Context: an optimization exercise on an open-source flow, tuned for small area and a short achievable clock period. The choices shown serve that exercise and are no tape-out recipe.
The RTL was checked by simulation tests, not by an equivalence proof against the original design.

run A:
// systolic_array_os
module systolic_array_os #(
    DATA_WIDTH = 16,
    ACC_WIDTH = 64
    )(
    input logic clk,
    input logic rstn,
    input logic acc_en,
    input logic signed [DATA_WIDTH-1:0] data_0_i,
    input logic signed [DATA_WIDTH-1:0] data_1_i,
    input logic signed [DATA_WIDTH-1:0] data_2_i,
    input logic signed [DATA_WIDTH-1:0] data_3_i,
    input logic signed [DATA_WIDTH-1:0] weight_0_i,
    input logic signed [DATA_WIDTH-1:0] weight_1_i,
    input logic signed [DATA_WIDTH-1:0] weight_2_i,
    input logic signed [DATA_WIDTH-1:0] weight_3_i,
    output logic signed [ACC_WIDTH-1:0] acc_res_pe0_o,
    output logic signed [ACC_WIDTH-1:0] acc_res_pe1_o,
    output logic signed [ACC_WIDTH-1:0] acc_res_pe2_o,
    output logic signed [ACC_WIDTH-1:0] acc_res_pe3_o,
    output logic signed [ACC_WIDTH-1:0] acc_res_pe4_o,
    output logic signed [ACC_WIDTH-1:0] acc_res_pe5_o,
    output logic signed [ACC_WIDTH-1:0] acc_res_pe6_o,
    output logic signed [ACC_WIDTH-1:0] acc_res_pe7_o,
    output logic signed [ACC_WIDTH-1:0] acc_res_pe8_o,
    output logic signed [ACC_WIDTH-1:0] acc_res_pe9_o,
    output logic signed [ACC_WIDTH-1:0] acc_res_pe10_o,
    output logic signed [ACC_WIDTH-1:0] acc_res_pe11_o,
    output logic signed [ACC_WIDTH-1:0] acc_res_pe12_o,
    output logic signed [ACC_WIDTH-1:0] acc_res_pe13_o,
    output logic signed [ACC_WIDTH-1:0] acc_res_pe14_o,
    output logic signed [ACC_WIDTH-1:0] acc_res_pe15_o
    );
Size in the first run: about 17000 cells after synthesis, roughly 1500 flip-flops, roughly 1200 I/O pins, roughly 0.17 mm2 of cells after synthesis.
clock: 10.0 ns
lec_check: 0
cap_margin: 20
core_margin: 2
core_utilization: 40
cts_cluster_diameter: 120
cts_cluster_size: 24
setup_slack_margin: 4.65
slew_margin: 20
standard.sh (not shown) runs the stock make flow with config.mk's settings and CLKGATE_MAP_FILE= SYNTH_SCRIPT=/design/flow/synth_recipe.tcl, a recipe that flattens the netlist after the stock synthesis.
==> flow/flow/run.sh <==
#!/bin/bash
# Layout flow: the standard flow (standard.sh) with these changes.
#  1. Synthesis maps the RTL's one-bit adder modules (fa_x, ha_x) straight
#     onto the library's full and half adder cells (fa_map.v), before Yosys's
#     "synth" runs, and skips the quick ABC pass inside "synth" (-noabc).
#     The compressor trees then come out exactly as the RTL writes them, and
#     extract_fa only looks for further full adders (-fa): the half adders
#     are all written out, and the ones it would find are parts of other
#     logic that it could only build with inverters around them.
#  3. Every input and output port still gets its own buffer, but a plain
#     buffer cell (BUF_CELL) rather than the delay buffer buffer_ports picks
#     by itself; timing repair resizes them as needed.
# Each tool's output goes to synth.log and layout.log here (and ORFS's own
# logs under orfs/logs).
set -euo pipefail
BUF_CELL=sky130_fd_sc_hd__buf_1
HERE=$PWD
cp flow/abc.script abc.script
cp flow/fa_map.v fa_map.v
{
  echo 'proc synth {args} {'
  echo '  if {[lsearch -exact $args ":fine"] >= 0 && ![info exists ::adders_mapped]} {'
  echo '    set ::adders_mapped 1'
  echo "    yosys techmap -map $HERE/fa_map.v"
  echo '  }'
  echo '  yosys synth -nofsm -noshare -noabc {*}$args'
  echo '}'
  echo 'proc extract_fa {args} { yosys extract_fa -fa {*}$args }'
  echo 'proc abc {args} {'
  echo '  set i [lsearch -exact $args -script]'
  echo "  if {\$i >= 0} { set args [lreplace \$args \$i [expr {\$i+1}] -script $HERE/abc.script] }"
  echo '  yosys abc {*}$args'
  echo '}'
  tail -n +2 synth_recipe.tcl
} > my_synth.tcl
head -1 synth_recipe.tcl | grep -q 'proc synth'
sed "s#SYNTH_SCRIPT=[^ ]*#SYNTH_SCRIPT=$HERE/my_synth.tcl#" standard.sh > my_standard.sh
grep -q 'my_synth.tcl' my_standard.sh
bash my_standard.sh synth > synth.log 2>&1
export BUFFER_PORTS_ARGS="-buffer_cell $BUF_CELL"
bash standard.sh > layout.log 2>&1
==> flow/flow/abc.script <==
strash
dch
map -D 1200
topo
stime -c
buffer -c
upsize -c
dnsize -c
==> flow/flow/fa_map.v <==
// Maps the RTL's one-bit adders (fa_x, ha_x) onto the library's adder cells.
module fa_x (input a, input b, input c, output s, output co);
  sky130_fd_sc_hd__fa_1 _TECHMAP_REPLACE_ (.A(a), .B(b), .CIN(c), .SUM(s), .COUT(co));
endmodule

module ha_x (input a, input b, output s, output co);
  sky130_fd_sc_hd__ha_1 _TECHMAP_REPLACE_ (.A(a), .B(b), .SUM(s), .COUT(co));
endmodule
Here is what was changed in the inputs of run B compared with run A.
- a deleted CTS_CLUSTER_DIAMETER that had been 120
- a change of SETUP_SLACK_MARGIN from 4.65 to 4.3
- a deleted CTS_CLUSTER_SIZE that had been 24
==> flow/flow/abc.script <==
strash
dch
map -D 1500
topo
stime -c
buffer -c
upsize -c
dnsize -c
--- outcome ---
- Smallest hold slack | run B below run A
- Run A → run B: placed cell area dropped 1.1%; met3 capacity usage during global routing climbed 0.77 points; insertion delay to the later sink of the worst-skew pair climbed 0.03 ns.
- In the reports for run B and run A, the larger per-cell routed wire length belongs to run A.
- The flip-flop and latch share of the layout cell area number comes out higher for run B vs run A.
### run B -> run C
- CTS_CLUSTER_DIAMETER: unset -> 120
- CTS_CLUSTER_SIZE: unset -> 24
- SETUP_SLACK_MARGIN: 4.3 -> 4.5
==> flow/flow/abc.script <==
strash
dch
map -D 1500
topo
stime -c
[summary]
Run C: flow completed, timing, DRC and antenna clean. Measured against each other, run C and run B differ in share of the synthesized area in compound gates (AO/OA/AOI/OAI), the higher figure coming from run C. Compared with run B, in run C worst reg-to-reg path cell count shows an increase of 2. Capture point of the worst path = u_mac_12.p_r[18]: run B; capture point of the worst path = acc_res_pe3_o[56]: run C.
Changes in run D relative to run C:
- putting GPL_ROUTABILITY_DRIVEN at 0 where nothing was set
- putting PLACE_DENSITY at 0.7 where nothing was set
==> flow/flow/abc.script <==
strash
dch
map -D 1500
topo
stime -c
buffer -c
upsize -c
dnsize -c
Results
- Delta (run D minus run C): number of vias after detailed routing moved up; pin count of the biggest net entering global routing moved up; critical path depth rose by 2.
- Per the comparison of run D with run C, area taken by multi-input logic gates level; worst endpoint required time moved up.


Setup of north:
systolic_array_os, a different RTL version from the one above (not shown whole).
For scale: about 17,000 cells after synthesis, about 1,500 flip-flops, roughly 1,200 I/O pins, ~170,000 um^2 of cells after synthesis.
==> flow/design.v (excerpt) <==
module systolic_array_os #(
    DATA_WIDTH = 16,
    ACC_WIDTH = 64
    )(
    input logic clk,
    input logic rstn,
    input logic acc_en,
    input logic signed [DATA_WIDTH-1:0] data_0_i,
    input logic signed [DATA_WIDTH-1:0] data_1_i,
    input logic signed [DATA_WIDTH-1:0] data_2_i,
    input logic signed [DATA_WIDTH-1:0] data_3_i,
    input logic signed [DATA_WIDTH-1:0] weight_0_i,
    input logic signed [DATA_WIDTH-1:0] weight_1_i,
    input logic signed [DATA_WIDTH-1:0] weight_2_i,
    input logic signed [DATA_WIDTH-1:0] weight_3_i,
    output logic signed [ACC_WIDTH-1:0] acc_res_pe0_o,
    output logic signed [ACC_WIDTH-1:0] acc_res_pe1_o,
    output logic signed [ACC_WIDTH-1:0] acc_res_pe2_o,
    output logic signed [ACC_WIDTH-1:0] acc_res_pe3_o,
    output logic signed [ACC_WIDTH-1:0] acc_res_pe4_o,
    output logic signed [ACC_WIDTH-1:0] acc_res_pe5_o,
    output logic signed [ACC_WIDTH-1:0] acc_res_pe6_o,
    output logic signed [ACC_WIDTH-1:0] acc_res_pe7_o,
    output logic signed [ACC_WIDTH-1:0] acc_res_pe8_o,
    output logic signed [ACC_WIDTH-1:0] acc_res_pe9_o,
    output logic signed [ACC_WIDTH-1:0] acc_res_pe10_o,
    output logic signed [ACC_WIDTH-1:0] acc_res_pe11_o,
    output logic signed [ACC_WIDTH-1:0] acc_res_pe12_o,
    output logic signed [ACC_WIDTH-1:0] acc_res_pe13_o,
    output logic signed [ACC_WIDTH-1:0] acc_res_pe14_o,
    output logic signed [ACC_WIDTH-1:0] acc_res_pe15_o
    );
Settings: LEC_CHECK=0, CAP_MARGIN=20, CORE_MARGIN=2, CORE_UTILIZATION=40, CTS_CLUSTER_DIAMETER=120, CTS_CLUSTER_SIZE=24, SETUP_SLACK_MARGIN=4.5, SLEW_MARGIN=20, TNS_END_PERCENT=30; clock period 10.0 ns.
==> flow/flow/abc.script <==
strash
dch
map -D 1200
topo
stime -c
buffer -c
upsize -c
dnsize -c
Scripts as last shown in full above: flow/flow/run.sh, flow/flow/fa_map.v
Modified inputs, south compared to north
# north
export LEC_CHECK = 0
export CAP_MARGIN = 20
export CORE_MARGIN = 2
export CORE_UTILIZATION = 40
export CTS_CLUSTER_DIAMETER = 120
export CTS_CLUSTER_SIZE = 24
export SETUP_SLACK_MARGIN = 4.5
export SLEW_MARGIN = 20
export TNS_END_PERCENT = 30
create_clock -name core_clock -period 10.0 [get_ports {clk}]
# south
export LEC_CHECK = 0
export CAP_MARGIN = 20
export CORE_MARGIN = 2
export CORE_UTILIZATION = 40
export CTS_CLUSTER_DIAMETER = 120
export CTS_CLUSTER_SIZE = 24
export SETUP_SLACK_MARGIN = 4.7
export SLEW_MARGIN = 20
export TNS_END_PERCENT = 10
create_clock -name core_clock -period 10.0 [get_ports {clk}]
==> notes.md <==
- [south] initial antenna violation count fell about 2.2% relative to north
- Compared with north, south shows post-cts resize count higher by 257.
- Looking at north and south, the timing-limited maximum frequency is a wash.
- Going from north to south, number of combinational gates with multiple inputs shows no meaningful change; final cell utilization of the core rose by 0.94 points; total met3 wirelength after detailed routing now sits at about the same level.
Changes in east relative to south:
# south
export LEC_CHECK = 0
export CAP_MARGIN = 20
export CORE_MARGIN = 2
export CORE_UTILIZATION = 40
export CTS_CLUSTER_DIAMETER = 120
export CTS_CLUSTER_SIZE = 24
export SETUP_SLACK_MARGIN = 4.7
export SLEW_MARGIN = 20
export TNS_END_PERCENT = 10
create_clock -name core_clock -period 10.0 [get_ports {clk}]
# east
export LEC_CHECK = 0
export CAP_MARGIN = 20
export CORE_MARGIN = 2
export CORE_UTILIZATION = 40
export CTS_CLUSTER_DIAMETER = 120
export CTS_CLUSTER_SIZE = 24
export SETUP_SLACK_MARGIN = 4.55
export SLEW_MARGIN = 20
create_clock -name core_clock -period 10.0 [get_ports {clk}]
[summary]
Changes observed in east relative to south: global-route wire length before repair barely changed, met3 track demand over resource barely changed. Number of cells in the design after placement essentially unchanged between south and east.
diff inputs: east => west
# east
export LEC_CHECK = 0
export CAP_MARGIN = 20
export CORE_MARGIN = 2
export CORE_UTILIZATION = 40
export CTS_CLUSTER_DIAMETER = 120
export CTS_CLUSTER_SIZE = 24
export SETUP_SLACK_MARGIN = 4.55
export SLEW_MARGIN = 20
create_clock -name core_clock -period 10.0 [get_ports {clk}]
# west
export LEC_CHECK = 0
export CAP_MARGIN = 20
export CORE_MARGIN = 2
export CORE_UTILIZATION = 40
export CTS_CLUSTER_DIAMETER = 120
export CTS_CLUSTER_SIZE = 24
export SETUP_SLACK_MARGIN = 4.5
export SLEW_MARGIN = 20
create_clock -name core_clock -period 10.0 [get_ports {clk}]
-- flow/flow/abc.script --
<<< east, line 3
map -D 1200
>>> west, line 3
map -D 1500
Results
On clock tree cell share of total cell area: west sits below east.
Diff east -> west | clock-buffer cell count | up slightly
Compared to east, west shows a narrower setup margin.
Of the two values seen for type of the worst setup path, reg2reg was produced by east and reg2out by west.
west against east; die area is down slightly.
On sequential share of layout area, east and west are basically level.
Max path depth of the worst reg2reg path across east and west: west
Aggregate routed wire length, east and west, lower one = west.
> inputs changed (west -> middle)
# west
export LEC_CHECK = 0
export CAP_MARGIN = 20
export CORE_MARGIN = 2
export CORE_UTILIZATION = 40
export CTS_CLUSTER_DIAMETER = 120
export CTS_CLUSTER_SIZE = 24
export SETUP_SLACK_MARGIN = 4.5
export SLEW_MARGIN = 20
create_clock -name core_clock -period 10.0 [get_ports {clk}]
# middle
export LEC_CHECK = 0
export CAP_MARGIN = 20
export CORE_MARGIN = 2
export CORE_UTILIZATION = 30
export CTS_CLUSTER_DIAMETER = 120
export CTS_CLUSTER_SIZE = 24
export SETUP_SLACK_MARGIN = 4.5
export SLEW_MARGIN = 20
create_clock -name core_clock -period 10.0 [get_ports {clk}]
-- flow/flow/abc.script --
<<< west, line 3
map -D 1500
>>> middle, line 3
map -D 1200
--- outcome ---
- Number of global-route vias before repair up 3,683 in middle wrt west
- Simple-gate portion of the synthesized area (higher): middle
- Going from west to middle, the global placement routability congestion was found to have gone up by 0.0089.

[re-timing with driven ports]
The flow's constraints put no driver on any port. The routed layouts listed below were extracted and timed again, unchanged, in two steps. Step 1, drivers: a clkbuf_16 drives clk and a buf_2 each remaining input, both assumed. Step 2, shift: input delay + t, output delay - t, t = (earliest + latest rising clock arrival at the registers) / 2. This alone moves slack from input paths to output paths. Slacks: no drivers / after step 1 / after step 2; pairs: no drivers / after step 1.
run | t (ns) | setup slack, ns | worst hold slack (ns)
run A | 0.996 | 4.542 / 4.432 / 3.743 | 0.494 / 0.494 / 0.494
run B | 1.031 | 4.336 / 4.236 / 3.378 | 0.453 / 0.453 / 0.453
run C | 1.024 | 4.381 / 4.269 / 3.431 | 0.520 / 0.520 / 0.520
run D | 1.006 | 4.214 / 4.214 / 3.478 | 0.465 / 0.465 / 0.465
north | 1.009 | 4.467 / 4.397 / 3.518 | 0.500 / 0.500 / 0.500
south | 1.035 | 4.477 / 4.470 / 3.498 | 0.501 / 0.501 / 0.501
east | 1.012 | 4.562 / 4.464 / 3.604 | 0.491 / 0.491 / 0.491
west | 1.028 | 4.143 / 4.021 / 3.577 | 0.498 / 0.498 / 0.498
middle | 1.050 | 4.358 / 4.358 / 3.562 | 0.497 / 0.497 / 0.497
After both steps setup and hold are still met in every run listed. The setup slack of south, which loses most, moves by -0.007 ns with the drivers and by -0.979 ns with both steps.
